What follows belongs to an exercise in optimizing a design on an open flow for small area, a short achievable clock period and few clock cycles; a production flow would make more cautious choices. Only simulation tests tie the RTL to the original design; equivalence was not proved.

[design/flow/design.v]
module ysyx_22041412_mdu(
  input         clk,
  input         rst,
  input         valid_i,
  input  [2:0]  func3_i,
  input         word_i,
  input  [63:0] a_i,
  input  [63:0] b_i,
  output        ready_o,
  output [63:0] result_o
);
  localparam [2:0] S_IDLE = 3'd0, S_MUL = 3'd1, S_ABS = 3'd2, S_DIV = 3'd3,
                   S_FIXR = 3'd4, S_FIXQ = 3'd5, S_DONE = 3'd6;
  reg  [2:0]  state;
  reg  [2:0]  nstate;
  reg         align;       
  reg  [6:0]  cnt;         
  reg  [69:0] X;           
  reg  [67:0] Y;           
  reg  [64:0] M;           
  reg         hi_r;        
  reg         word_r;
  reg         rem_r;       
  reg         negq_r;      
  reg         negr_r;      
  reg         one0r, two0, neg0r, one1, two1, neg1, cin1;
  reg         dsgn_r;      
  reg         fixr_r;      
  reg         am_r, ad_r, afp_r, afn_r, ay_r;    
  wire idle   = (state == S_IDLE);
  wire is_div = func3_i[2];
  wire sgn_d = ~func3_i[0];                                    
  wire sa    = is_div ? sgn_d : (func3_i[1:0] != 2'b11);        
  wire sb    = is_div ? sgn_d : ~func3_i[1];                    
  wire wdiv  = word_i & is_div;
  wire [63:0] ap = wdiv   ? {{32{sa & a_i[31]}}, a_i[31:0]} : a_i;
  wire [63:0] bp = word_i ? {{32{sb & b_i[31]}}, b_i[31:0]} : b_i;
  wire ea = sa & ap[63];
  wire eb = sb & bp[63];
  wire bzero = ~|bp;
  wire [15:0] bgrp;
  genvar gi, gj;
  generate for (gi = 0; gi < 16; gi = gi + 1) begin : g_bgrp
    assign bgrp[gi] = (bp[4*gi+3:4*gi] == {4{eb}});
  end endgenerate
  wire [31:0] rest_zero;
  assign rest_zero[31:17] = {15{1'b1}};
  assign rest_zero[0]     = 1'b0;
  generate for (gi = 1; gi < 17; gi = gi + 1) begin : g_rz
    assign rest_zero[gi] = (&bgrp[15:gi]) & (bp[4*gi-1] == eb);
  end endgenerate
  wire [6:0] cnt1 = cnt + 7'd1;
  wire mul_fin = rest_zero[cnt1[4:0]];
  wire       dv;
  wire [5:0] dpos;
  ysyx_22041412_msb64 u_msbd (.x(bp ^ {64{eb}}), .v(dv), .pos(dpos));
  reg        dnz_r;          
  reg  [7:0] gt_r, geq_r, jt_r;    
  wire s16raw, s4raw;
  ysyx_22041412_skipchk u_skc (.gt(gt_r), .geq(geq_r), .jt(jt_r), .X(X[63:0]), .Ytop(Y[67:52]), .s16(s16raw), .s4(s4raw));
  wire pok    = ~X[69] & dnz_r;
  wire skip16 = pok & s16raw & (cnt <= 7'd48);
  wire skip4  = pok & s4raw  & (cnt <= 7'd60);
  wire [69:0] Xn;
  wire [67:0] Yn;
  wire [67:0] yload = is_div ? {ap, 4'd0} : {{4{eb}}, bp};
  reg  xs_zero, xs_a16, xs_k16, xs_k4;
  reg  ys_load, ys_a16, ys_sum, ys_k16, ys_k4, ys_dstep;
  always @(*) begin
    xs_zero = 1'b0; xs_a16 = 1'b0; xs_k16 = 1'b0; xs_k4 = 1'b0;
    ys_load = 1'b0; ys_a16 = 1'b0; ys_sum = 1'b0; ys_k16 = 1'b0; ys_k4 = 1'b0; ys_dstep = 1'b0;
    case (state)
      S_IDLE: begin xs_zero = 1'b1; ys_load = 1'b1; end
      S_MUL:  if (align && cnt <= 7'd13) begin xs_a16 = 1'b1; ys_a16 = 1'b1; end
      S_ABS:  begin xs_zero = 1'b1; ys_sum = 1'b1; end
      S_DIV:  if (skip16) begin xs_k16 = 1'b1; ys_k16 = 1'b1; end
              else if (skip4) begin xs_k4 = 1'b1; ys_k4 = 1'b1; end
              else ys_dstep = 1'b1;
      S_FIXQ: ys_sum = 1'b1;
      default: ;
    endcase
  end
  ysyx_22041412_dp u_dp (
    .X(X), .Y(Y), .M(M), .yload(yload),
    .one0r(one0r), .two0(two0), .neg0r(neg0r), .one1(one1), .two1(two1), .neg1(neg1), .cin1(cin1),
    .dsgn(dsgn_r), .fixr(fixr_r), .am(am_r), .ad(ad_r), .afp(afp_r), .afn(afn_r), .ay(ay_r),
    .xs_zero(xs_zero), .xs_a16(xs_a16), .xs_k16(xs_k16), .xs_k4(xs_k4),
    .ys_load(ys_load), .ys_a16(ys_a16), .ys_sum(ys_sum), .ys_k16(ys_k16), .ys_k4(ys_k4), .ys_dstep(ys_dstep),
    .Xn(Xn), .Yn(Yn)
  );
  wire e48 = (cnt == 7'd48), e60 = (cnt == 7'd60), e63 = (cnt == 7'd63);
  wire div_exit = skip16 ? e48 : skip4 ? e60 : e63;    
  wire fixr_free = ~X[69] & ~negr_r;
  wire a_neg = ap[63];
  wire b_neg = bp[63];
  reg  next_align;
  always @(*) begin
    nstate     = state;
    next_align = align;
    case (state)
      S_IDLE: begin
        next_align = 1'b0;
        if (valid_i) nstate = is_div ? (ea ? S_ABS : S_DIV) : S_MUL;
      end
      S_MUL: begin
        if (align && cnt <= 7'd13) begin
          if (cnt == 7'd13) nstate = S_DONE;
        end else begin
          if (mul_fin) next_align = 1'b1;
          if (cnt == 7'd16) nstate = S_DONE;
        end
      end
      S_ABS: nstate = S_DIV;
      S_DIV: begin
        if (div_exit) nstate = fix_state;
      end
      S_FIXR: nstate = fixr_free ? S_IDLE : S_DONE;    
      S_FIXQ: nstate = S_DONE;
      default: nstate = S_IDLE;      
    endcase
  end
  wire bneg = idle ? eb : M[64];       
  function [13:0] ctl;                 
    input [2:0] nst;
    input       nalign, fromidle;
    input [3:0] bq;                    
    input [4:0] yq;                    
    input       bn, nr;
    reg   [2:0] c0, c1;
    reg         cin, fx;
    begin
      c0 = 3'b000; c1 = 3'b000; cin = 1'b0; fx = 1'b0;
      case (nst)
        S_MUL: if (!nalign) begin
          c0 = fromidle ? {bq[1], bq[0], 1'b0} : yq[2:0];
          c1 = fromidle ? bq[3:1] : yq[4:2];
        end
        S_DIV: c0 = bn ? 3'b001 : 3'b110;        
        S_FIXR: begin fx = nr ^ bn; cin = nr; end  
        S_ABS, S_FIXQ: cin = 1'b1;
        default: ;
      endcase
      ctl = {(c0 == 3'b001) | (c0 == 3'b010) | (c0 == 3'b101) | (c0 == 3'b110),
             (c0 == 3'b011) | (c0 == 3'b100),
             (c0 == 3'b100) | (c0 == 3'b101) | (c0 == 3'b110) | fx,
             (c1 == 3'b001) | (c1 == 3'b010) | (c1 == 3'b101) | (c1 == 3'b110),
             (c1 == 3'b011) | (c1 == 3'b100),
             (c1 == 3'b100) | (c1 == 3'b101) | (c1 == 3'b110),
             (c1 == 3'b100) | (c1 == 3'b101) | (c1 == 3'b110) | cin,
             nst == S_DIV, nst == S_FIXR, nst == S_MUL, nst == S_DIV,
             (nst == S_FIXR) & ~nr, (nst == S_FIXR) & nr,
             (nst == S_ABS) | (nst == S_FIXQ)};
    end
  endfunction
  wire [2:0]  fix_state = rem_r ? S_FIXR : negq_r ? S_FIXQ : S_DONE;
  wire [13:0] ctl_div   = ctl(S_DIV, 1'b0, 1'b0, 4'd0, 5'd0, bneg, negr_r);
  wire [13:0] ctl_fix   = ctl(fix_state, 1'b0, 1'b0, 4'd0, 5'd0, bneg, negr_r);
  wire [13:0] ctl_oth   = ctl(nstate, next_align, idle, bp[3:0], Y[7:3], bneg, negr_r);
  wire [13:0] ctl_next  = (state == S_DIV) ? (div_exit ? ctl_fix : ctl_div) : ctl_oth;
  always @(posedge clk)
    {one0r, two0, neg0r, one1, two1, neg1, cin1, dsgn_r, fixr_r, am_r, ad_r, afp_r, afn_r, ay_r} <= ctl_next;
  always @(posedge clk) begin
    if (idle) begin
      M      <= is_div ? {eb, bp} : {ea, ap};
      word_r <= word_i;
      dnz_r  <= dv;
      gt_r   <= ~(8'hff >> (3'd7 - dpos[5:3])) ;
      geq_r  <= 8'd1 << dpos[5:3];
      jt_r   <= 8'hff << dpos[2:0];
      rem_r  <= func3_i[1];
      hi_r   <= is_div ? func3_i[1] : (func3_i[1:0] != 2'b00);
      negq_r <= sgn_d & (a_neg ^ b_neg) & ~bzero;
      negr_r <= sgn_d & a_neg;
    end
  end
  always @(posedge clk) begin
    X <= Xn;
    Y <= Yn;
    case (state)
      S_IDLE, S_ABS: cnt <= 7'd0;
      S_MUL:   cnt <= (align && cnt <= 7'd13) ? cnt + 7'd4 : cnt1;
      S_DIV:   cnt <= skip16 ? cnt + 7'd16 : skip4 ? cnt + 7'd4 : cnt1;
      default: cnt <= cnt1;
    endcase
  end
  always @(posedge clk) begin
    if (rst) begin
      state <= S_IDLE;
      align <= 1'b0;
    end else begin
      state <= nstate;
      align <= next_align;
    end
  end
  wire [63:0] res = hi_r ? X[63:0] : Y[67:4];
  assign ready_o  = (state == S_DONE) | ((state == S_FIXR) & fixr_free);
  assign result_o = word_r ? {{32{res[31]}}, res[31:0]} : res;
endmodule
module ysyx_22041412_dp(
  input  [69:0] X,
  input  [67:0] Y,
  input  [64:0] M,
  input  [67:0] yload,
  input         one0r, two0, neg0r, one1, two1, neg1, cin1,
  input         dsgn, fixr, am, ad, afp, afn, ay,
  input         xs_zero, xs_a16, xs_k16, xs_k4,
  input         ys_load, ys_a16, ys_sum, ys_k16, ys_k4, ys_dstep,
  output [69:0] Xn,
  output [67:0] Yn
);
  wire one0 = one0r | (fixr & X[69]);
  wire neg0 = neg0r ^ (dsgn & X[69]);
  wire [65:0] pp0 = (({M[64], M} & {66{one0}}) | ({M, 1'b0} & {66{two0}})) ^ {66{neg0}};
  wire [65:0] pp1 = (({M[64], M} & {66{one1}}) | ({M, 1'b0} & {66{two1}})) ^ {66{neg1}};
  wire [69:0] acc = ({70{am}}  & {{4{X[69]}}, X[69:4]}) |
                    ({70{ad}}  & {X[68:0], Y[67]}) |
                    ({70{afp}} & X) |
                    ({70{afn}} & ~X) |
                    ({70{ay}}  & {6'd0, ~Y[67:4]});      
  wire [69:0] t0 = {{4{pp0[65]}}, pp0};
  wire [69:0] t1 = {{2{pp1[65]}}, pp1, neg1, neg0};
  wire [69:0] cs_s = acc ^ t0 ^ t1;
  wire [69:0] cs_c = {((acc[68:0] & t0[68:0]) | (acc[68:0] & t1[68:0]) | (t0[68:0] & t1[68:0])), neg1};
  wire [70:0] p, c;
  ysyx_22041412_pfx u_pfx (.a({cs_s, 1'b1}), .b({cs_c, cin1}), .p(p), .c(c));
  wire [70:0] sum_w = p ^ c;
  wire [69:0] sum = sum_w[70:1];
  wire [69:0] xo = ({70{xs_a16}} & {{16{X[69]}}, X[69:16]}) |
                   ({70{xs_k16}} & {X[53:0], Y[67:52]}) |
                   ({70{xs_k4}}  & {X[65:0], Y[67:64]});
  wire        xsum = ~(xs_zero | xs_a16 | xs_k16 | xs_k4);
  assign Xn = xsum ? sum : xo;
  wire [67:0] yo = ({68{ys_load}} & yload) |
                   ({68{ys_a16}}  & {X[15:0], Y[67:16]}) |
                   ({68{ys_k16}}  & {Y[51:4], 20'd0}) |
                   ({68{ys_k4}}   & {Y[63:4], 8'd0}) |
                   ({68{ys_dstep}} & {Y[66:4], 5'd0}) |
                   ({68{~(ys_load | ys_a16 | ys_k16 | ys_k4 | ys_sum | ys_dstep)}} & {X[3:0], Y[67:4]});
  assign Yn = ys_sum ? {sum[63:0], 4'd0} : (yo | {63'd0, ys_dstep & ~sum[69], 4'd0});
endmodule
module ysyx_22041412_pfx(
  input  [70:0] a,
  input  [70:0] b,
  output [70:0] p,
  output [70:0] c
);
  wire [70:0] G [0:7];
  wire [70:0] P [0:7];
  assign G[0] = a & b;
  assign P[0] = a ^ b;
  genvar l, bi;
  generate for (l = 0; l < 7; l = l + 1) begin : g_lv
    for (bi = 0; bi < 71; bi = bi + 1) begin : g_bt
      if (((bi >> l) & 1) == 1) begin : g_op
        localparam integer J = ((bi >> l) << l) - 1;
        ysyx_22041412_pgc u_pgc (.gh(G[l][bi]), .ph(P[l][bi]), .gl(G[l][J]), .pl(P[l][J]),
                                 .g(G[l+1][bi]), .p(P[l+1][bi]));
      end else begin : g_pass
        assign G[l+1][bi] = G[l][bi];
        assign P[l+1][bi] = P[l][bi];
      end
    end
  end endgenerate
  assign p = P[0];
  assign c = {G[7][69:0], 1'b0};
endmodule
module ysyx_22041412_pgc(
  input  gh, ph, gl, pl,
  output g, p
);
  assign g = gh | (ph & gl);
  assign p = ph & pl;
endmodule
module ysyx_22041412_msb64(
  input  [63:0] x,
  output        v,
  output [5:0]  pos
);
  wire [15:0] nv;
  wire [1:0]  np [0:15];
  genvar i;
  generate for (i = 0; i < 16; i = i + 1) begin : g_nib
    assign nv[i] = |x[4*i+3:4*i];
    assign np[i] = x[4*i+3] ? 2'd3 : x[4*i+2] ? 2'd2 : x[4*i+1] ? 2'd1 : 2'd0;
  end endgenerate
  wire [3:0] gv;
  wire [3:0] gp [0:3];
  generate for (i = 0; i < 4; i = i + 1) begin : g_grp
    wire [1:0] sel = nv[4*i+3] ? 2'd3 : nv[4*i+2] ? 2'd2 : nv[4*i+1] ? 2'd1 : 2'd0;
    assign gv[i] = |nv[4*i+3:4*i];
    assign gp[i] = {sel, np[4*i+sel]};
  end endgenerate
  wire [1:0] tsel = gv[3] ? 2'd3 : gv[2] ? 2'd2 : gv[1] ? 2'd1 : 2'd0;
  assign v   = |gv;
  assign pos = {tsel, gp[tsel]};
endmodule
module ysyx_22041412_skipchk(
  input  [7:0]  gt,
  input  [7:0]  geq,
  input  [7:0]  jt,
  input  [63:0] X,
  input  [15:0] Ytop,
  output        s16,
  output        s4
);
  wire [63:0] hm;            
  genvar i;
  generate for (i = 0; i < 64; i = i + 1) begin : g_hm
    assign hm[i] = gt[i/8] | (geq[i/8] & jt[i%8]);
  end endgenerate
  wire [63:0] v16 = {X[47:0], Ytop};
  wire [63:0] v4  = {X[59:0], Ytop[15:12]};
  assign s16 = ~|X[63:48] & ~|(v16 & hm);
  assign s4  = ~|X[63:60] & ~|(v4  & hm);
endmodule
[design/flow/run.sh]
#!/bin/bash
# synth_recipe.tcl (not shown) runs the flow's synth.tcl, then flattens the netlist and writes it again
# the make line also repeats each setting of config.mk as NAME=value (left out here)
make -C /OpenROAD-flow-scripts/flow DESIGN_CONFIG=/design/flow/config.mk WORK_HOME=/design/flow/orfs CLKGATE_MAP_FILE= SYNTH_SCRIPT=/design/flow/synth_recipe.tcl finish
[design/flow/config.mk]
export PLATFORM = sky130hd
export DESIGN_NAME = ysyx_22041412_mdu
export DESIGN_NICKNAME = ysyx_22041412_mdu
export VERILOG_FILES = /design/flow/design.v
export SDC_FILE = /design/flow/constraint.sdc
export NUM_CORES = 4
export LEC_CHECK = 0
export CAP_MARGIN = 20
export CORE_MARGIN = 2
export CORE_UTILIZATION = 30
export PLACE_DENSITY = 0.5
export SETUP_SLACK_MARGIN = 1.5
export SLEW_MARGIN = 20
export SYNTH_HIERARCHICAL = 1
export SYNTH_MINIMUM_KEEP_SIZE = 0
[design/flow/constraint.sdc]
create_clock -name core_clock -period 6.0 [get_ports {clk}]
set_input_delay 1.2000 -clock core_clock [delete_from_list [all_inputs] [get_ports {clk}]]
set_output_delay 1.2000 -clock core_clock [all_outputs]
set_load 0.01 [all_outputs]
==> results_dict.tcl, run 1 <==
set metrics [dict create \
    status "finished clean" \
    reg2reg_depth 17 \
    rsz0062_at_grt "false" \
    grt_util_all_layers_pct 28.8 \
    wl_met2_um 59100 \
    r2r-end "Y[40]" \
    hold_viol 0 \
    fin_util_pct 36.5 \
    min_from "negr_r" \
    numCtsBuffers 34 \
    cts.sinks 252 \
    initial_core_util_pct 30.2 \
    timing.final.crit_share_pct 75.2 \
    critPathTopFamily "simple AND/OR/NAND/NOR gates" \
    maxSlewViolCount 0 \
    holdPathStages 1 \
    fin_crit_ns 4.51 \
    grt_pass1_vias 27231 \
    cts_root_buffer "clkbuf_16" \
    grt_max_degree 131 \
    synthesis.area_mm2 0.0276 \
    fin_setup_tns_ns 0 \
    drc 0 \
    io_pins 200 \
    wl_met3_um 18600 \
    slowest_delay_ns 0.62 \
    area_growth_syn_to_layout_pct 21.1 \
    setup_viol 0 \
    dr.max_layer_used "met5" \
    cp-end-kind "flop" \
    firstDrtPassIters 14 \
    hold-path-endpoint "afp_r" \
    htreeDepth 2 \
    worst-path-buf-inv 5 \
    globalplace.congestion 1.01 \
    num_vias 29434 \
    clkLatencyLatePin_ns 0.59 \
    hold_class "reg -> reg" \
    io_buffers 199 \
    syn_inst 3243 \
    fp.dieH_um 307 \
    tightest_slew_ns 1.05 \
    postRouteWirelength_um 146000 \
    r2r_setup_slack_ns 1.49 \
    skew_ns 0.0432 \
    r2r_start "X[21]" \
    wl_per_cell_um 32.1 \
    final_nets 3605 \
    grt-ovfl-total 0 \
    final_layout_size_suffix_gt1_share_pct 15.2 \
    cap_violations 0 \
    cts.path.max_buffers 3 \
    drtIter0Drc 6076 \
    crit_fanout 16 \
    die_width_um 307 \
    ys.warnings.count 10 \
    cp_slowest_cell "or4_4" \
    fmax_ghz 0.222 \
    dp_slack_ns 0.456 \
    crit_top_cell "buf_12" \
    grt_antenna_before_repair 6 \
    post-dp-hpwl_um 100000 \
    drtAntennaViolNets 0 \
    rows 111 \
    fillCellCount 9377 \
    worstPathCellList "a22o_1 -> a22oi_1 -> nand4_1 -> or4_1 -> nor4_4 -> buf_6 -> o211ai_1 -> buf_4 -> nand2_4 -> nor2_4 -> or4_4 -> nor3_4 -> buf_12 -> buf_12 -> clkbuf_16 -> a211oi_1 -> a21oi_1" \
    clk_pin_slew_ns 0.06 \
    critPathLaunchType "flop" \
    vias_per_cell 6.49 \
    grt_pass1_wl_um 200000 \
    die-area_mm2 0.0943 \
    crit_arrival_ns 5.02 \
    cts_tree "yes" \
    core-area_mm2 0.0914 \
    syn-mean-instance-area_um2 8.50 \
    setup_ws_ns 1.49 \
    path_class "reg -> reg" \
    required_ns 6.51 \
    cp.depth 17 \
    max_slew_margin_pct 29.9 \
    wl_met1_um 58900 \
]
sequential cells by signal, indices dropped and copies added, names as in the netlist, 3 cells and up:
register and count:
cnt 7, Y 65, state 3, X 70, gt_r 7, M 65, geq_r 8, jt_r 7
placed cells by master (no fill, tap or decap), types with 116 or more instances in the layout:
cell / instances
a222oi_1: 188
a21o_1: 231
nand2_1: 222
nor2_1: 135
buf_4: 130
and2_1: 138
clkdlybuf4s50_1: 189
a22oi_1: 223
dfxtp_1: 116
a21oi_1: 143
inv_1: 116
xnor2_1: 191
layout make-up:
class | count | area, um^2 | share of cell area, %
Clock buffer | 43 | 935 | 2.80
Inverter | 119 | 447 | 1.34
Tap cell | 1186 | 1480 | 4.44
Sequential cell | 252 | 6090 | 18.2
Clock inverter | 19 | 223 | 0.667
Timing Repair Buffer | 364 | 3690 | 11.1
Antenna cell | 7 | 17.5 | 0.0525
Multi-Input combinational cell | 2543 | 20500 | 61.4
per-stage QoR:
| step | area [um^2] | hold slack [ns] | instances |
|---|---|---|---|
| 2_1_floorplan | 27600 | 0.470 | 3248 |
| 3_3_place_gp | 30300 | 0.554 | 4382 |
| 3_5_place_dp | 30300 | 0.558 | 4382 |
| 4_1_cts | 32200 | 0.564 | 4494 |
| 5_1_grt | 33400 | 0.585 | 4526 |
| 6_report | 33400 | 0.582 | 4533 |
worst register-to-register path, cell delays in order, from the launching register on:
cell and delay (ns):
dfxtp_1 0.58, a22o_1 0.32, a22oi_1 0.22, nand4_1 0.12
or4_1 0.60, nor4_4 0.34, buf_6 0.21, o211ai_1 0.09
buf_4 0.18, nand2_4 0.09, nor2_4 0.10, or4_4 0.62
nor3_4 0.21, buf_12 0.18, buf_12 0.13, clkbuf_16 0.19
a211oi_1 0.09, a21oi_1 0.16
metal layers:
layer | up-vias | track usage [%]
li1 | 12479 | -
met1 | 14218 | 39.2
met2 | 2233 | 41.3
met3 | 496 | 8.46
met4 | 8 | 14.0
met5 | - | 0.517
timing repair:
action	CTS	global route
gates resized for setup	66	139
setup buffers	46	19
cloned	4	13
endpoints found under the setup margin	150	179
hold buffers	0	0
pin swaps	11	28
worst max path at each step:
stage	start	to	slack [ns]
finish	X[21]	Y[40]	1.49
CTS	X[69]	Y[4]	1.46
global placement	b_i[63]	cin1	0.54
floorplan	state[1]	cin1	1.52
detailed placement	b_i[63]	cin1	0.46
global route	X[69]	Y[4]	1.47
Testbench counts, summed over its fixed seeds: cycles 60,683.
==> run 2, diff against run 1 <==
--- a/design/flow/config.mk
+++ b/design/flow/config.mk
@@ -8,6 +8,6 @@
 export CAP_MARGIN = 20
 export CORE_MARGIN = 2
-export CORE_UTILIZATION = 30
-export PLACE_DENSITY = 0.5
+export CORE_UTILIZATION = 40
+export PLACE_DENSITY = 0.6
 export SETUP_SLACK_MARGIN = 1.5
 export SLEW_MARGIN = 20
==> run 2 against run 1 <==
  * Worst hold slack worse by 0.030 ns
  * Die area down 25%
  * Worst setup slack worse by 0.0056 ns
  * Synthesized cell count unchanged
  * Clock-buffer cell count down 2
  * Still clean on timing, DRC and antenna
  * Fmax down 0.12%
  * Sequential cell count unchanged
==> results_dict.tcl, run 2 <==
set metrics [dict create \
    num_vias 29390 \
    die_width_um 266 \
    met2_usage_pct 54.3 \
    drc 0 \
    startpoint "Y[64]" \
    holdBufCountCts 0 \
    post-dp-hpwl_um 99100 \
    area_growth_syn_to_layout_pct 17.4 \
    postRouteWirelength_um 138000 \
    fp.dieH_um 266 \
    drtIter0Drc 5639 \
    tightest_slew_ns 1.08 \
    firstDrtPassIters 15 \
    dp_slack_ns 0.343 \
    cp-end-kind "flop" \
    die-area_mm2 0.0710 \
    io_buffers 199 \
    fmax_ghz 0.221 \
    numCtsBuffers 30 \
    cts_root_buffer "clkbuf_16" \
    cap_violations 0 \
    met1_usage_pct 48.3 \
    max_slew_margin_pct 28.2 \
    core-area_mm2 0.0683 \
    grt_pass1_vias 27735 \
    maxSlewViolCount 0 \
    final_layout_size_suffix_gt1_share_pct 13.5 \
    grt_antenna_before_repair 10 \
    layout_commonest_cell "a21o_1" \
    layout_common_cells "a21o_1 (234), a22oi_1 (227), nand2_1 (222), clkdlybuf4s50_1 (195), a222oi_1 (188)" \
    critPathTopFamily "simple AND/OR/NAND/NOR gates" \
    clkLatencyLatePin_ns 0.61 \
    min_from "negr_r" \
    hold_class "reg -> reg" \
    vias_per_cell 6.99 \
    r2r_start "Y[64]" \
    largest_reg_flops 70 \
    antenna_cells 0 \
    crit_arrival_ns 5.03 \
    synthesis.area_mm2 0.0276 \
    regMostFlops "X" \
    crit_fanout 33 \
    initial_core_util_pct 40.3 \
    grt_max_degree 138 \
    syn-mean-instance-area_um2 8.50 \
    final_nets 3590 \
    io_pins 200 \
    grt_pass1_wl_um 194000 \
    syn_inst 3243 \
    setup_ws_ns 1.48 \
    htreeDepth 1 \
    globalplace.congestion 0.995 \
    drtAntennaViolNets 0 \
    fin_crit_ns 4.52 \
    hold_viol 0 \
    cts.sinks 252 \
    worstPathCellList "a22o_1 -> a221oi_1 -> nand4_1 -> nor4_4 -> buf_6 -> nor4bb_4 -> o21a_1 -> inv_1 -> nand2_2 -> nor2_4 -> or4_4 -> nor3_4 -> buf_12 -> clkbuf_16 -> a211oi_1 -> a21oi_1" \
    clk_pin_slew_ns 0.07 \
    cts.path.max_buffers 3 \
    required_ns 6.52 \
    ys.warnings.count 10 \
    rsz0062_at_grt "true" \
    path_class "reg -> reg" \
    setup_viol 0 \
    cp_slowest_cell "dfxtp_1" \
    cts_tree "yes" \
    gr-usage-met3_pct 11.5 \
    timing.final.crit_share_pct 75.3 \
    worst-path-buf-inv 4 \
    fin_setup_tns_ns 0 \
    rows 96 \
    fin_util_pct 47.4 \
    grt-ovfl-total 0 \
    status "finished clean" \
    wl_per_cell_um 32.8 \
    top_regs "X x70, M x65, Y x65" \
    critPathLaunchType "flop" \
    skew_ns 0.0198 \
    slowest_delay_ns 0.66 \
    grt_most_used_layer "met2" \
    grt_util_all_layers_pct 36.9 \
]
-- run 2: timing repair --
action,in CTS,in global routing
hold endpoints to repair,0,0
pin swaps,5,18
gates resized for setup,49,89
cloned,2,2
setup buffers,32,26
setup endpoints to repair,158,194
-- run 2: per-stage QoR --
| stage | hold slack (ns) | cells | cell area [um^2] |
|---|---|---|---|
| 2_1_floorplan | 0.470 | 3248 | 27600 |
| 3_3_place_gp | 0.529 | 4087 | 30000 |
| 3_5_place_dp | 0.533 | 4087 | 30000 |
| 4_1_cts | 0.545 | 4177 | 31700 |
| 5_1_grt | 0.587 | 4205 | 32400 |
| 6_report | 0.552 | 4205 | 32400 |
-- run 2: cell type report --
class                           count  area, um^2
Tap cell                          882        1100
Clock inverter                     15         179
Timing Repair Buffer              355        3500
Clock buffer                       41         911
Multi-Input combinational cell   2540       20100
Inverter                          119         450
Fill cell                        6497       36000
Sequential cell                   252        6070
Timing Repair inverter              1        5.00
-- run 2: path summary, 6_finish.rpt --
path,endpoint,slack (ns),depth (start not counted)
min,afp_r,0.55,1
max reg2reg,Y[36],1.48,16
max,Y[36],1.48,16
min reg2reg,afp_r,0.55,1
-- run 2: metal layers --
metal,wire length [um],part of all wire [%]
met1,53900,39
met2,57000,41
met3,18000,13
met4,8830,6.4
met5,137,0.099
==> run 3, diff against run 2 <==
--- a/design/flow/design.v
+++ b/design/flow/design.v
@@ -47,7 +47,8 @@
   assign rest_zero[31:17] = {15{1'b1}};
   assign rest_zero[0]     = 1'b0;
-  generate for (gi = 1; gi < 17; gi = gi + 1) begin : g_rz
+  generate for (gi = 1; gi < 16; gi = gi + 1) begin : g_rz
     assign rest_zero[gi] = (&bgrp[15:gi]) & (bp[4*gi-1] == eb);
   end endgenerate
+  assign rest_zero[16] = (bp[63] == eb);
   wire [6:0] cnt1 = cnt + 7'd1;
   wire mul_fin = rest_zero[cnt1[4:0]];
@@ -87,4 +88,6 @@
     .xs_zero(xs_zero), .xs_a16(xs_a16), .xs_k16(xs_k16), .xs_k4(xs_k4),
     .ys_load(ys_load), .ys_a16(ys_a16), .ys_sum(ys_sum), .ys_k16(ys_k16), .ys_k4(ys_k4), .ys_dstep(ys_dstep),
+    .o0base(ctl_next[13]), .o0en(o0en), .n0base(ctl_next[11]), .n0en(n0en),
+    .one0n(one0n), .neg0n(neg0n),
     .Xn(Xn), .Yn(Yn)
   );
@@ -158,6 +161,13 @@
   wire [13:0] ctl_oth   = ctl(nstate, next_align, idle, bp[3:0], Y[7:3], bneg, negr_r);
   wire [13:0] ctl_next  = (state == S_DIV) ? (div_exit ? ctl_fix : ctl_div) : ctl_oth;
-  always @(posedge clk)
+  wire dstep = (state == S_DIV) & ~skip16 & ~skip4;
+  wire o0en  = dstep & ctl_next[5];
+  wire n0en  = dstep & ctl_next[6];
+  wire one0n, neg0n;
+  always @(posedge clk) begin
     {one0r, two0, neg0r, one1, two1, neg1, cin1, dsgn_r, fixr_r, am_r, ad_r, afp_r, afn_r, ay_r} <= ctl_next;
+    one0r <= one0n;
+    neg0r <= neg0n;
+  end
   always @(posedge clk) begin
     if (idle) begin
@@ -206,9 +216,11 @@
   input         xs_zero, xs_a16, xs_k16, xs_k4,
   input         ys_load, ys_a16, ys_sum, ys_k16, ys_k4, ys_dstep,
+  input         o0base, o0en, n0base, n0en,
+  output        one0n, neg0n,
   output [69:0] Xn,
   output [67:0] Yn
 );
-  wire one0 = one0r | (fixr & X[69]);
-  wire neg0 = neg0r ^ (dsgn & X[69]);
+  wire one0 = one0r;
+  wire neg0 = neg0r;
   wire [65:0] pp0 = (({M[64], M} & {66{one0}}) | ({M, 1'b0} & {66{two0}})) ^ {66{neg0}};
   wire [65:0] pp1 = (({M[64], M} & {66{one1}}) | ({M, 1'b0} & {66{two1}})) ^ {66{neg1}};
@@ -226,4 +238,6 @@
   wire [70:0] sum_w = p ^ c;
   wire [69:0] sum = sum_w[70:1];
+  assign one0n = o0base | (o0en & sum[69]);
+  assign neg0n = n0base ^ (n0en & sum[69]);
   wire [69:0] xo = ({70{xs_a16}} & {{16{X[69]}}, X[69:16]}) |
                    ({70{xs_k16}} & {X[53:0], Y[67:52]}) |
--- a/design/flow/config.mk
+++ b/design/flow/config.mk
@@ -8,6 +8,6 @@
 export CAP_MARGIN = 20
 export CORE_MARGIN = 2
-export CORE_UTILIZATION = 40
-export PLACE_DENSITY = 0.6
+export CORE_UTILIZATION = 30
+export PLACE_DENSITY = 0.5
 export SETUP_SLACK_MARGIN = 1.5
 export SLEW_MARGIN = 20
==> run 3 against run 2 <==
  * Clock-buffer cell count increased by 11
  * Largest cell class unchanged
  * Sequential cell count down 1
  * Non-clock buffer count up 39
  * Still clean on timing, DRC and antenna
  * Register-to-register slack lost 0.04 ns
  * Core utilization shrank 11 points
  * Via count increased by 0.60%
  * Critical path depth rose by 2
==> results_dict.tcl, run 3 <==
set metrics [dict create \
    largest_reg_flops 70 \
    htreeDepth 2 \
    crit_arrival_ns 4.99 \
    grt_pass1_wl_um 205000 \
    fin_setup_tns_ns 0 \
    syn-mean-instance-area_um2 8.54 \
    wl_per_cell_um 31.6 \
    grt_max_degree 131 \
    final_nets 3649 \
    path_class "reg -> reg" \
    drc 0 \
    core-area_mm2 0.0921 \
    fillCellCount 9480 \
    hold_class "reg -> reg" \
    firstDrtPassIters 14 \
    worst-path-buf-inv 1 \
    rsz0062_at_grt "true" \
    skew_ns 0.0255 \
    maxSlewViolCount 0 \
    hold_viol 0 \
    critPathLaunchType "flop" \
    min_from "X[56]" \
    critPathTopFamily "compound AO/OA/AOI/OAI gates" \
    grt_antenna_before_repair 6 \
    rows 111 \
    worstPathCellList "or4_4 -> a221o_1 -> a221oi_2 -> nand4_1 -> nor4_4 -> buf_6 -> o21ai_4 -> a32o_2 -> o2bb2ai_4 -> a31oi_4 -> nor2b_4 -> nand2b_1 -> a21boi_1 -> ha_1 -> nor3_2 -> nor2_1 -> a22o_1 -> xnor2_1" \
    ys.warnings.count 9 \
    layout_common_cells "xnor2_1 (247), a21o_1 (235), clkdlybuf4s50_1 (192), nand2_1 (174), buf_4 (169)" \
    fin_crit_ns 4.55 \
    tightest_slew_ns 1.06 \
    stdcell_area_mm2 0.0334 \
    syn_inst 3274 \
    fmax_ghz 0.220 \
    top_regs "X x70, M x65, Y x65" \
    synthesis.area_mm2 0.0280 \
    placed_area_mm2 0.0309 \
    numCtsBuffers 34 \
    clkLatencyLatePin_ns 0.57 \
    grt-ovfl-total 0 \
    clk_pin_slew_ns 0.06 \
    post-dp-hpwl_um 106000 \
    final_layout_size_suffix_gt1_share_pct 15.0 \
    drtAntennaViolNets 0 \
    cts.path.max_buffers 3 \
    cp_slowest_cell "or4_4" \
    crit_fanout 6 \
    io_pins 200 \
    r2r_start "X[56]" \
    timing.final.crit_share_pct 75.9 \
    area_growth_syn_to_layout_pct 19.4 \
    required_ns 6.44 \
    cp-end-kind "flop" \
    cts_root_buffer "clkbuf_16" \
    cts_tree "yes" \
    holdBufCountCts 0 \
    slowest_delay_ns 0.54 \
    drtIter0Drc 5635 \
    vias_per_cell 6.38 \
    postRouteWirelength_um 146000 \
    initial_core_util_pct 30.4 \
    multi_input_area_mm2 0.0204 \
    num_vias 29567 \
    max_slew_margin_pct 29.3 \
    cts.sinks 251 \
    fp.dieH_um 309 \
    startpoint "X[56]" \
    globalplace.congestion 0.975 \
    io_buffers 199 \
    die_width_um 309 \
    layout_commonest_cell "xnor2_1" \
    seqCellArea_mm2 0.00609 \
    setup_viol 0 \
    grt_pass1_vias 27261 \
    die-area_mm2 0.0957 \
    grt_util_all_layers_pct 29.4 \
    regMostFlops "X" \
    cap_violations 0 \
    status "finished clean" \
]
## run 3: worst paths after layout
path            to  slack, ns  depth (start not counted)
max          neg0r       1.45                         18
min          X[60]       0.57                          2
max reg2reg  neg0r       1.45                         18
min reg2reg  X[60]       0.57                          2
## run 3: layout make-up
class / count / share of cell area [%]
inverters: 125 / 1.41
flip-flops and latches: 251 / 18.2
repair buffers: 394 / 11.0
clock inverters: 10 / 0.318
well taps: 1243 / 4.66
diodes: 4 / 0.0300
multi-input cells: 2553 / 61.1
clock buffers: 52 / 3.21
## run 3: per-layer routing
metal  global-route usage [%]  vias to the layer above  share of wire, %
li1                         -                    12656                 -
met1                     40.5                    14310                41
met2                     43.0                     2142                41
met3                     7.25                      455                12
met4                     13.1                        4               5.5
met5                        0                        -             0.019
## run 3: through the flow
step	setup slack (ns)	hold slack [ns]	utilization [%]	instances
after global placement	0.567	0.570	33.5	4482
after CTS	1.44	0.578	35.5	4591
final	1.45	0.573	36.3	4632
after global routing	1.39	0.592	36.3	4628
after floorplan	1.34	0.489	-	3279
after detailed placement	0.634	0.578	33.5	4482
## run 3: worst register-to-register path, delay by kind of cell (launching register included)
| kind | cells | cell delay, ns |
|---|---|---|
| DFF | 1 | 0.37 |
| xor gates and xnor gates | 1 | 0.12 |
| and+or+nand+nor | 7 | 1.68 |
| adders and majority gates | 1 | 0.22 |
| AOI/OAI and AO/OA | 8 | 1.80 |
| buffers and inverters | 1 | 0.22 |
## run 3: what timing repair did
item | 4_1_cts | 5_1_grt
buffers inserted | 47 | 37
gates cloned | 0 | 0
gates resized for setup | 63 | 84
pin swaps | 12 | 39
endpoints found under the setup margin | 87 | 145
Testbench counts of run 3, summed over its fixed seeds: cycles 60,683.
==> run 4, diff against run 3 <==
--- a/design/flow/design.v
+++ b/design/flow/design.v
@@ -68,4 +68,6 @@
   reg  xs_zero, xs_a16, xs_k16, xs_k4;
   reg  ys_load, ys_a16, ys_sum, ys_k16, ys_k4, ys_dstep;
+  wire ys_def = (state == S_MUL) ? ~(align && cnt <= 7'd13) :
+                ~((state == S_IDLE) | (state == S_ABS) | (state == S_DIV));
   always @(*) begin
     xs_zero = 1'b0; xs_a16 = 1'b0; xs_k16 = 1'b0; xs_k4 = 1'b0;
@@ -87,5 +89,5 @@
     .dsgn(dsgn_r), .fixr(fixr_r), .am(am_r), .ad(ad_r), .afp(afp_r), .afn(afn_r), .ay(ay_r),
     .xs_zero(xs_zero), .xs_a16(xs_a16), .xs_k16(xs_k16), .xs_k4(xs_k4),
-    .ys_load(ys_load), .ys_a16(ys_a16), .ys_sum(ys_sum), .ys_k16(ys_k16), .ys_k4(ys_k4), .ys_dstep(ys_dstep),
+    .ys_load(ys_load), .ys_a16(ys_a16), .ys_sum(ys_sum), .ys_k16(ys_k16), .ys_k4(ys_k4), .ys_dstep(ys_dstep), .ys_def(ys_def),
     .o0base(ctl_next[13]), .o0en(o0en), .n0base(ctl_next[11]), .n0en(n0en),
     .one0n(one0n), .neg0n(neg0n),
@@ -157,6 +159,6 @@
   endfunction
   wire [2:0]  fix_state = rem_r ? S_FIXR : negq_r ? S_FIXQ : S_DONE;
-  wire [13:0] ctl_div   = ctl(S_DIV, 1'b0, 1'b0, 4'd0, 5'd0, bneg, negr_r);
-  wire [13:0] ctl_fix   = ctl(fix_state, 1'b0, 1'b0, 4'd0, 5'd0, bneg, negr_r);
+  wire [13:0] ctl_div   = ctl(S_DIV, 1'b0, 1'b0, 4'd0, 5'd0, M[64], negr_r);
+  wire [13:0] ctl_fix   = ctl(fix_state, 1'b0, 1'b0, 4'd0, 5'd0, M[64], negr_r);
   wire [13:0] ctl_oth   = ctl(nstate, next_align, idle, bp[3:0], Y[7:3], bneg, negr_r);
   wire [13:0] ctl_next  = (state == S_DIV) ? (div_exit ? ctl_fix : ctl_div) : ctl_oth;
@@ -215,5 +217,5 @@
   input         dsgn, fixr, am, ad, afp, afn, ay,
   input         xs_zero, xs_a16, xs_k16, xs_k4,
-  input         ys_load, ys_a16, ys_sum, ys_k16, ys_k4, ys_dstep,
+  input         ys_load, ys_a16, ys_sum, ys_k16, ys_k4, ys_dstep, ys_def,
   input         o0base, o0en, n0base, n0en,
   output        one0n, neg0n,
@@ -250,5 +252,5 @@
                    ({68{ys_k4}}   & {Y[63:4], 8'd0}) |
                    ({68{ys_dstep}} & {Y[66:4], 5'd0}) |
-                   ({68{~(ys_load | ys_a16 | ys_k16 | ys_k4 | ys_sum | ys_dstep)}} & {X[3:0], Y[67:4]});
+                   ({68{ys_def}}   & {X[3:0], Y[67:4]});
   assign Yn = ys_sum ? {sum[63:0], 4'd0} : (yo | {63'd0, ys_dstep & ~sum[69], 4'd0});
 endmodule
==> run 4 against run 3 <==
  * Via count down 1.6%
  * Routed wire length fell by 1.6%
  * Synthesized area decreased by 0.47%
  * Core utilization hardly changed
  * Sequential share of layout area down 0.096 points
  * Critical path type unchanged
  * Largest cell class unchanged
  * Highest routed layer unchanged
==> results_dict.tcl, run 4 <==
set metrics [dict create \
    status "finished clean" \
    syn-mean-instance-area_um2 8.63 \
    dp_slack_ns 0.496 \
    critPathTopFamily "compound AO/OA/AOI/OAI gates" \
    holdWs_ns 0.577 \
    maxSlewViolCount 0 \
    grt_pass1_wl_um 202000 \
    core-area_mm2 0.0918 \
    final_cell_count_no_fill 4584 \
    final_layout_size_suffix_gt1_share_pct 14.0 \
    slowest_delay_ns 0.56 \
    cts_root_buffer "clkbuf_16" \
    clk_pin_slew_ns 0.06 \
    drtAntennaViolNets 0 \
    cts_tree "yes" \
    htreeDepth 2 \
    setup_ws_ns 1.38 \
    io_pins 200 \
    fmax_ghz 0.216 \
    hold_class "reg -> reg" \
    worstPathCellList "a22o_1 -> a22oi_2 -> nand4_1 -> or4_4 -> nor4_4 -> buf_6 -> o21ai_4 -> a32oi_2 -> o22ai_2 -> a311oi_4 -> buf_4 -> nor2_4 -> a32o_1 -> ha_2 -> nor4_4 -> a311oi_2 -> xnor2_1" \
    final_nets 3602 \
    num_vias 29090 \
    top_regs "X x70, M x65, Y x65" \
    regMostFlops "X" \
    skew_ns 0.0412 \
    vias_per_cell 6.35 \
    grt_pass1_vias 27242 \
    layout_commonest_cell "a22oi_1" \
    die-area_mm2 0.0953 \
    initial_core_util_pct 30.3 \
    fp.dieH_um 309 \
    dp_cells 4468 \
    largest_reg_flops 70 \
    synthesis.area_mm2 0.0278 \
    cts.sinks 251 \
    path_class "reg -> reg" \
    grt_antenna_before_repair 6 \
    io_buffers 199 \
    crit_arrival_ns 5.06 \
    rows 111 \
    fin_setup_tns_ns 0 \
    crit_top_cell "nor4_4" \
    cp_slowest_cell "or4_4" \
    stdcell_area_mm2 0.0333 \
    firstDrtPassIters 15 \
    fin_util_pct 36.3 \
    ys.warnings.count 9 \
    rsz0062_at_grt "true" \
    area_growth_syn_to_layout_pct 19.7 \
    syn_inst 3226 \
    wl_per_cell_um 31.4 \
    critPathLaunchType "flop" \
    postRouteWirelength_um 144000 \
    required_ns 6.44 \
    numCtsBuffers 34 \
    cp-end-kind "flop" \
    clkLatencyLatePin_ns 0.57 \
    grt_util_all_layers_pct 29.0 \
    grt_max_degree 135 \
    globalplace.congestion 1.02 \
    layout_common_cells "a22oi_1 (264), xnor2_1 (245), a21o_1 (234), clkdlybuf4s50_1 (188), buf_4 (161)" \
    worst-path-buf-inv 2 \
    tightest_slew_ns 1.12 \
    cap_violations 0 \
    crit_fanout 5 \
    timing.final.crit_share_pct 77.0 \
    grt-ovfl-total 0 \
    hold_viol 0 \
    drtIter0Drc 4691 \
    die_width_um 309 \
    cts.path.max_buffers 3 \
    drc 0 \
    fin_crit_ns 4.62 \
    setup_viol 0 \
    post-dp-hpwl_um 106000 \
    placed_area_mm2 0.0310 \
    max_slew_margin_pct 24.7 \
]
-- run 4: area by class of cell --
type | instances | area (um^2)
inverter | 145 | 553
tap | 1243 | 1560
clock buffer | 40 | 895
antenna | 5 | 12.5
clock inverter | 20 | 314
sequential | 251 | 6050
multi-input combinational | 2490 | 20300
fill | 9457 | 58500
timing repair buffer | 390 | 3680
-- run 4: what timing repair did --
action,in CTS,in global routing
endpoints found under the setup margin,129,88
setup buffers,20,31
pin swaps,14,45
gates resized for setup,60,71
hold buffers,0,0
-- run 4: per-layer routing --
layer	track usage, %	share of wire, %	vias to the layer above
met5	0	0.016	-
met2	43.3	42	1953
li1	-	-	12528
met1	39.6	42	14170
met4	12.6	5.4	4
met3	7.02	11	435
-- run 4: path summary, 6_finish.rpt --
check | startpoint | endpoint | slack (ns) | cells past startpoint
worst min register to register | negr_r | afp_r | 0.58 | 1
worst max-delay path | jt_r[0] | neg0r | 1.38 | 17
worst min-delay path | negr_r | afp_r | 0.58 | 1
worst max register to register | jt_r[0] | neg0r | 1.38 | 17
Testbench counts of run 4, summed over its fixed seeds: cycles 60,683.
==> run 5, diff against run 4 <==
--- a/design/flow/config.mk
+++ b/design/flow/config.mk
@@ -8,6 +8,6 @@
 export CAP_MARGIN = 20
 export CORE_MARGIN = 2
-export CORE_UTILIZATION = 30
-export PLACE_DENSITY = 0.5
+export CORE_UTILIZATION = 40
+export PLACE_DENSITY = 0.6
 export SETUP_SLACK_MARGIN = 1.5
 export SLEW_MARGIN = 20
==> run 5 against run 4 <==
  * Die area fell by 25%
  * Synthesized area is the same
  * Cell area shrank 2.4%
  * Non-clock buffer count fell by 15
  * Global-route usage up 7.5 points
  * Critical path type unchanged
  * Worst setup slack got worse by 0.062 ns
  * Still clean on timing, DRC and antenna
  * Sequential share of layout area rose by 0.48 points
  * Routed wire length down 4.9%
  * Fmax fell by 1.3%
  * Worst hold slack worse by 0.034 ns
  * Synthesized cell count is the same
==> results_dict.tcl, run 5 <==
set metrics [dict create \
    status "finished clean" \
    antenna_cells 0 \
    critPathTopFamily "compound AO/OA/AOI/OAI gates" \
    ys.warnings.count 9 \
    slowest_delay_ns 0.93 \
    worstPathCellList "mux2i_1 -> nand2_1 -> fa_1 -> ha_1 -> a21o_1 -> a21o_1 -> a21o_1 -> a21o_1 -> a21o_4 -> a21o_2 -> a21o_4 -> xnor2_2 -> a21oi_4 -> a22oi_1" \
    area_growth_syn_to_layout_pct 16.8 \
    firstDrtPassIters 14 \
    cp-end-kind "flop" \
    fp.dieH_um 268 \
    cts_root_buffer "clkbuf_16" \
    r2r_setup_slack_ns 1.32 \
    io_pins 200 \
    placed_area_mm2 0.0305 \
    cts.sinks 251 \
    drtIter0Drc 5393 \
    crit_arrival_ns 5.12 \
    timing.final.crit_share_pct 78.1 \
    holdPathStages 1 \
    rows 96 \
    top_regs "X x70, M x65, Y x65" \
    maxSlewViolCount 0 \
    grt-ovfl-total 0 \
    fin_setup_tns_ns 0 \
    regMostFlops "X" \
    rsz0062_at_grt "true" \
    num_vias 29331 \
    globalplace.congestion 1.02 \
    crit_fanout 10 \
    reg2reg_depth 14 \
    io_buffers 199 \
    post-dp-hpwl_um 100000 \
    grt_max_degree 118 \
    grt_pass1_vias 27528 \
    tightest_slew_ns 1.15 \
    grt_util_all_layers_pct 36.5 \
    worst-path-buf-inv 0 \
    numCtsBuffers 30 \
    r2r-end "Y[4]" \
    layout_commonest_cell "a22oi_1" \
    initial_core_util_pct 40.5 \
    layout_common_cells "a22oi_1 (262), xnor2_1 (249), a21o_1 (236), clkdlybuf4s50_1 (180), buf_4 (152)" \
    clkLatencyLatePin_ns 0.60 \
    min_from "negr_r" \
    cp_slowest_cell "dfxtp_1" \
    cts_tree "yes" \
    cap_violations 0 \
    synthesis.area_mm2 0.0278 \
    drc 0 \
    cts.path.max_buffers 3 \
    hold_class "reg -> reg" \
    fmax_ghz 0.214 \
    r2r_start "X[8]" \
    die_width_um 268 \
    postRouteWirelength_um 137000 \
    drtAntennaViolNets 0 \
    skew_ns 0.0204 \
    setup_viol 0 \
    crit_top_cell "a21o_1" \
    grt_antenna_before_repair 1 \
    die-area_mm2 0.0717 \
    core-area_mm2 0.0687 \
    vias_per_cell 6.90 \
    syn-mean-instance-area_um2 8.63 \
    clk_pin_slew_ns 0.07 \
    syn_inst 3226 \
    max_slew_margin_pct 22.5 \
    holdBufCountCts 0 \
    hold-path-endpoint "afp_r" \
    stdcell_area_mm2 0.0325 \
    hold_viol 0 \
    final_nets 3583 \
    largest_reg_flops 70 \
    wl_per_cell_um 32.2 \
    required_ns 6.44 \
    grt_pass1_wl_um 192000 \
    final_layout_size_suffix_gt1_share_pct 13.9 \
    path_class "reg -> reg" \
    critPathLaunchType "flop" \
    fin_crit_ns 4.68 \
    htreeDepth 1 \
]
==> run 5: stage by stage <==
stage	std cells	hold slack, ns	util (%)	setup slack (ns)
floorplan	3231	0.488	-	1.20
global placement	4139	0.535	44.4	0.536
detailed placement	4139	0.530	44.4	0.491
CTS	4235	0.541	46.7	1.37
global route	4248	0.569	47.3	1.37
finish	4248	0.543	47.3	1.32
==> run 5: worst max path at each step <==
stage | start | endpoint | slack [ns] | cells past startpoint
after global placement | func3_i[1] | jt_r[6] | 0.54 | 14
final | X[8] | Y[4] | 1.32 | 14
after CTS | am_r | Y[4] | 1.37 | 15
after detailed placement | func3_i[0] | jt_r[6] | 0.49 | 14
after floorplan | state[2] | neg0r | 1.20 | 13
after global routing | am_r | Y[4] | 1.37 | 15
==> run 5: timing repair <==
| action | 4_1_cts | 5_1_grt |
|---|---|---|
| gates cloned | 0 | 0 |
| pin swaps | 11 | 23 |
| buffers inserted | 40 | 13 |
| endpoints found under the setup margin | 96 | 113 |
| gates resized for setup | 62 | 77 |
==> run 5: area by class of cell <==
| cell class | count | area [um^2] |
|---|---|---|
| multi-input cells | 2490 | 20200 |
| flip-flops and latches | 251 | 6060 |
| clock buffers | 35 | 813 |
| fillers | 6668 | 36200 |
| inverters | 145 | 551 |
| clock inverters | 21 | 272 |
| repair buffers | 375 | 3510 |
| well taps | 931 | 1160 |
==> run 5: routing by layer <==
metal	vias up	track usage (%)	wire length, um
met5	-	0	45
met4	2	18.4	9330
met3	515	9.77	17800
met2	2248	54.5	56600
met1	14099	48.4	53300
li1	12467	-	-

-- re-timing with driven ports --
The results above use ideal ports. As a check the final layouts listed here were re-extracted and re-timed, cells and wires unchanged. Step 1: set_driving_cell puts a clkbuf_16 on clk and a buf_2 on each other input, an assumption about the parent block. Step 2 times the ports against the registers' clock, not the clock port: input delays grow and output delays shrink by t, the midpoint of the rising clock arrivals with the driver on. Three values: ideal, step 1, step 2; two values: the first two.
run	t, ns	setup slack, ns	clock arrival spread, ns	slew at the worst register clock pin (ns)	worst data-port slew with drivers (ns)
run 1	0.633	1.491 / 1.491 / 1.047	0.044 / 0.043	0.07 / 0.07	0.05
run 2	0.663	1.485 / 1.485 / 1.016	0.020 / 0.020	0.07 / 0.07	0.05
run 3	0.629	1.447 / 1.447 / 0.926	0.026 / 0.025	0.07 / 0.07	0.08
run 4	0.618	1.378 / 1.378 / 0.850	0.041 / 0.042	0.07 / 0.07	0.09
run 5	0.649	1.316 / 1.316 / 0.989	0.020 / 0.020	0.07 / 0.07	0.05
After both steps setup and hold are still met in every run listed. The setup slack of run 4, which loses most, moves by 0.000 ns with the drivers and by -0.528 ns with both steps.
